This is an optimization exercise on Yosys and OpenROAD, whose aim is small area, not a production implementation.
The RTL was checked by simulation tests, not by an equivalence proof against the original design.
No driver is modelled on the clock port, so clocking that relies on it looks cheaper here than on a real chip.

==> inputs of run H <==
==> flow/design.v (excerpt) <==
module maindsp48a1 (
  input [17:0] A, B, D,
  input [47:0] C,
  input [17:0] BCIN,
  input [47:0] PCIN,
  input [7:0] OPMODE,
  input clk, CARRYIN,
  input RSTA, RSTB, RSTC, RSTCARRYIN, RSTD, RSTM, RSTOPMODE, RSTP,
  input CEA, CEB, CEM, CEP, CEC, CED, CECARRYIN, CEOPMODE,
  output [47:0] P,
  output [35:0] M,
  output CARRYOUT, CARRYOUTF,
  output [17:0] BCOUT,
  output [47:0] PCOUT
);
==> flow/config.mk <==
export PLATFORM = sky130hd
export DESIGN_NAME = maindsp48a1
export DESIGN_NICKNAME = maindsp48a1
export VERILOG_FILES = /design/flow/design.v
export SDC_FILE = /design/flow/constraint.sdc
export NUM_CORES = 4
export LEC_CHECK = 0
export CAP_MARGIN = 20
export CORE_MARGIN = 2
export CORE_UTILIZATION = 40
export SLEW_MARGIN = 20
export SYNTH_HIERARCHICAL = 1
==> flow/constraint.sdc <==
create_clock -name core_clock -period 7.0 [get_ports {clk}]
set_input_delay 1.4000 -clock core_clock [delete_from_list [all_inputs] [get_ports {clk}]]
set_output_delay 1.4000 -clock core_clock [all_outputs]
set_load 0.01 [all_outputs]
standard.sh (not shown) runs the stock make flow with config.mk's settings and CLKGATE_MAP_FILE= SYNTH_SCRIPT=/design/flow/synth_recipe.tcl, a recipe that flattens the netlist after the stock synthesis.
==> flow/flow/run.sh <==
#!/bin/bash
# Own layout flow: the standard flow (standard.sh) with these changes:
#  - after synthesis (the standard Yosys run, unchanged), every combinational
#    cell that Yosys/ABC mapped to a drive strength above 1 is set back to the
#    smallest cell of its family (downsize.tcl); repair_design/repair_timing
#    upsize again where timing needs it;
#  - the port buffers that buffer_ports adds are buf_1 cells;
#  - CTS adds no dummy loads, and leaf clock buffers are clkbuf_8 where the
#    clock slew at their flip-flops allows (clkdown.tcl).
# ORFS writes each step's full log under orfs/logs; make's output goes to
# standard.log here.
set -uo pipefail
export POST_SYNTH_TCL="$PWD/flow/downsize.tcl"
export POST_CTS_TCL="$PWD/flow/clkdown.tcl"
export BUFFER_PORTS_ARGS="-buffer_cell sky130_fd_sc_hd__buf_1"
export CTS_ARGS="-sink_clustering_enable -repair_clock_nets -dont_use_dummy_load"
bash standard.sh > standard.log 2>&1
rc=$?
cp -r orfs/logs ./orfs_logs 2>/dev/null
exit $rc
Other scripts of this flow, unchanged in this note and not shown: flow/flow/clkdown.tcl, flow/flow/downsize.tcl
==> run X (differences from run H) <==
--- a/flow/flow/run.sh
+++ b/flow/flow/run.sh
@@ -7,5 +7,7 @@
 #  - the port buffers that buffer_ports adds are buf_1 cells;
 #  - CTS adds no dummy loads, and leaf clock buffers are clkbuf_8 where the
-#    clock slew at their flip-flops allows (clkdown.tcl).
+#    clock slew at their flip-flops allows (clkdown.tcl);
+#  - timing-driven global placement keeps its buffering only from its late
+#    iterations (GPL_KEEP_OVERFLOW=0.3).
 # ORFS writes each step's full log under orfs/logs; make's output goes to
 # standard.log here.
@@ -14,4 +16,5 @@
 export POST_CTS_TCL="$PWD/flow/clkdown.tcl"
 export BUFFER_PORTS_ARGS="-buffer_cell sky130_fd_sc_hd__buf_1"
+export GPL_KEEP_OVERFLOW=0.3
 export CTS_ARGS="-sink_clustering_enable -repair_clock_nets -dont_use_dummy_load"
 bash standard.sh > standard.log 2>&1
==> summary of the runs <==
Run H completed with no timing, DRC or antenna violations. Run X passed the timing, DRC and antenna checks. In die area, run X and run H do not differ. Critical path depth: run H is lower than run X (1). Of run H and run X, run X has the higher fmax (gap about 5%, measured against run X). In clock-buffer cell count, run H and run X do not differ. First-iteration DRC count: run X is smaller than run H (2.0%).

* * *

==> inputs of v22 <==
Starting RTL as in the previous note.
==> flow/config.mk <==
export PLATFORM = sky130hd
export DESIGN_NAME = maindsp48a1
export DESIGN_NICKNAME = maindsp48a1
export VERILOG_FILES = /design/flow/design.v
export SDC_FILE = /design/flow/constraint.sdc
export NUM_CORES = 4
export LEC_CHECK = 0
export CAP_MARGIN = 20
export CORE_MARGIN = 2
export CORE_UTILIZATION = 40
export SLEW_MARGIN = 20
export SYNTH_HIERARCHICAL = 1
==> flow/constraint.sdc <==
create_clock -name core_clock -period 7.0 [get_ports {clk}]
set_input_delay 1.4000 -clock core_clock [delete_from_list [all_inputs] [get_ports {clk}]]
set_output_delay 1.4000 -clock core_clock [all_outputs]
set_load 0.01 [all_outputs]
==> flow/flow/run.sh <==
#!/bin/bash
# Own layout flow: the standard flow (standard.sh) with these changes:
#  - after synthesis (the standard Yosys run, unchanged), every combinational
#    cell that Yosys/ABC mapped to a drive strength above 1 is set back to the
#    smallest cell of its family (downsize.tcl); repair_design/repair_timing
#    upsize again where timing needs it;
#  - the port buffers that buffer_ports adds are buf_1 cells;
#  - CTS adds no dummy loads, and leaf clock buffers are clkbuf_8 where the
#    clock slew at their flip-flops allows (clkdown.tcl);
#  - timing-driven global placement does not keep its buffering (GPL_KEEP_OVERFLOW=0).
# ORFS writes each step's full log under orfs/logs; make's output goes to
# standard.log here.
set -uo pipefail
export POST_SYNTH_TCL="$PWD/flow/downsize.tcl"
export POST_CTS_TCL="$PWD/flow/clkdown.tcl"
export BUFFER_PORTS_ARGS="-buffer_cell sky130_fd_sc_hd__buf_1"
export GPL_KEEP_OVERFLOW=0
export CTS_ARGS="-sink_clustering_enable -repair_clock_nets -dont_use_dummy_load"
bash standard.sh > standard.log 2>&1
rc=$?
cp -r orfs/logs ./orfs_logs 2>/dev/null
exit $rc
Other scripts of this flow, unchanged in this note and not shown: flow/flow/clkdown.tcl, flow/flow/downsize.tcl
==> inputs of v11, as changes to v22 <==
--- a/flow/flow/run.sh
+++ b/flow/flow/run.sh
@@ -8,4 +8,3 @@
 #  - CTS adds no dummy loads, and leaf clock buffers are clkbuf_8 where the
-#    clock slew at their flip-flops allows (clkdown.tcl);
-#  - timing-driven global placement does not keep its buffering (GPL_KEEP_OVERFLOW=0).
+#    clock slew at their flip-flops allows (clkdown.tcl).
 # ORFS writes each step's full log under orfs/logs; make's output goes to
@@ -16,3 +15,2 @@
 export BUFFER_PORTS_ARGS="-buffer_cell sky130_fd_sc_hd__buf_1"
-export GPL_KEEP_OVERFLOW=0
 export CTS_ARGS="-sink_clustering_enable -repair_clock_nets -dont_use_dummy_load"
- CORE_UTILIZATION: 40 -> 60
==> results.sh <==
export IMPL_multiInputGateArea_um2=12700
export IMPL_clkLatencyLatePin_ns=0.48
export IMPL_run_status="timing/DRC/antenna clean"
export IMPL_rr_startpoint="opr_q[2]$_DFF_P_"
export IMPL_seq_area_um2=3950
export IMPL_wl_um=56100
export IMPL_drive_above_1_share_pct=5.22
export IMPL_critPathCapture="p_q[36]$_DFF_P_"
export IMPL_p_comb_uw=4400
export IMPL_fin_cells=2569
[end of results for v22]
==> results.sh <==
export IMPL_p_comb_uw=4410
export IMPL_multiInputGateArea_um2=12500
export IMPL_critPathCapture="m_q[34]$_DFF_P_"
export IMPL_rr_startpoint="b1_q[1]$_DFF_P_"
export IMPL_run_status="timing/DRC/antenna clean"
export IMPL_fin_cells=2440
export IMPL_clkLatencyLatePin_ns=0.41
export IMPL_drive_above_1_share_pct=5.14
export IMPL_wl_um=54500
export IMPL_seq_area_um2=3930
[end of results for v11]

## re-timing with driven ports
How much do the figures lean on ideal ports? The routed layouts below were timed once more, with nothing changed but the port constraints. Step 1: set_driving_cell puts a clkbuf_16 on clk and a buf_2 on each other input, an assumption about the parent block. Step 2 also shifts input and output timing later by t, the mid clock arrival at the registers, as if the neighbouring blocks saw the same clock. Slacks: ideal / step 1 / step 2; pairs: ideal / step 1.
run	t (ns)	setup WS [ns]	worst setup path after step 2	slew at the worst register clock pin (ns)	cell pins on the clock port's net
run H	0.495	0.745 / 0.745 / 0.387	input to register	0.11 / 0.11	1
run X	0.502	1.049 / 1.049 / 0.607	input to register	0.10 / 0.10	1
v22	0.516	0.299 / 0.299 / 0.129	input to register	0.11 / 0.11	1
v11	0.449	0.603 / 0.603 / 0.458	input to register	0.10 / 0.10	1
After both steps setup and hold are still met in every run listed. The setup slack of run X, which loses most, moves by 0.000 ns with the drivers and by -0.442 ns with both steps.
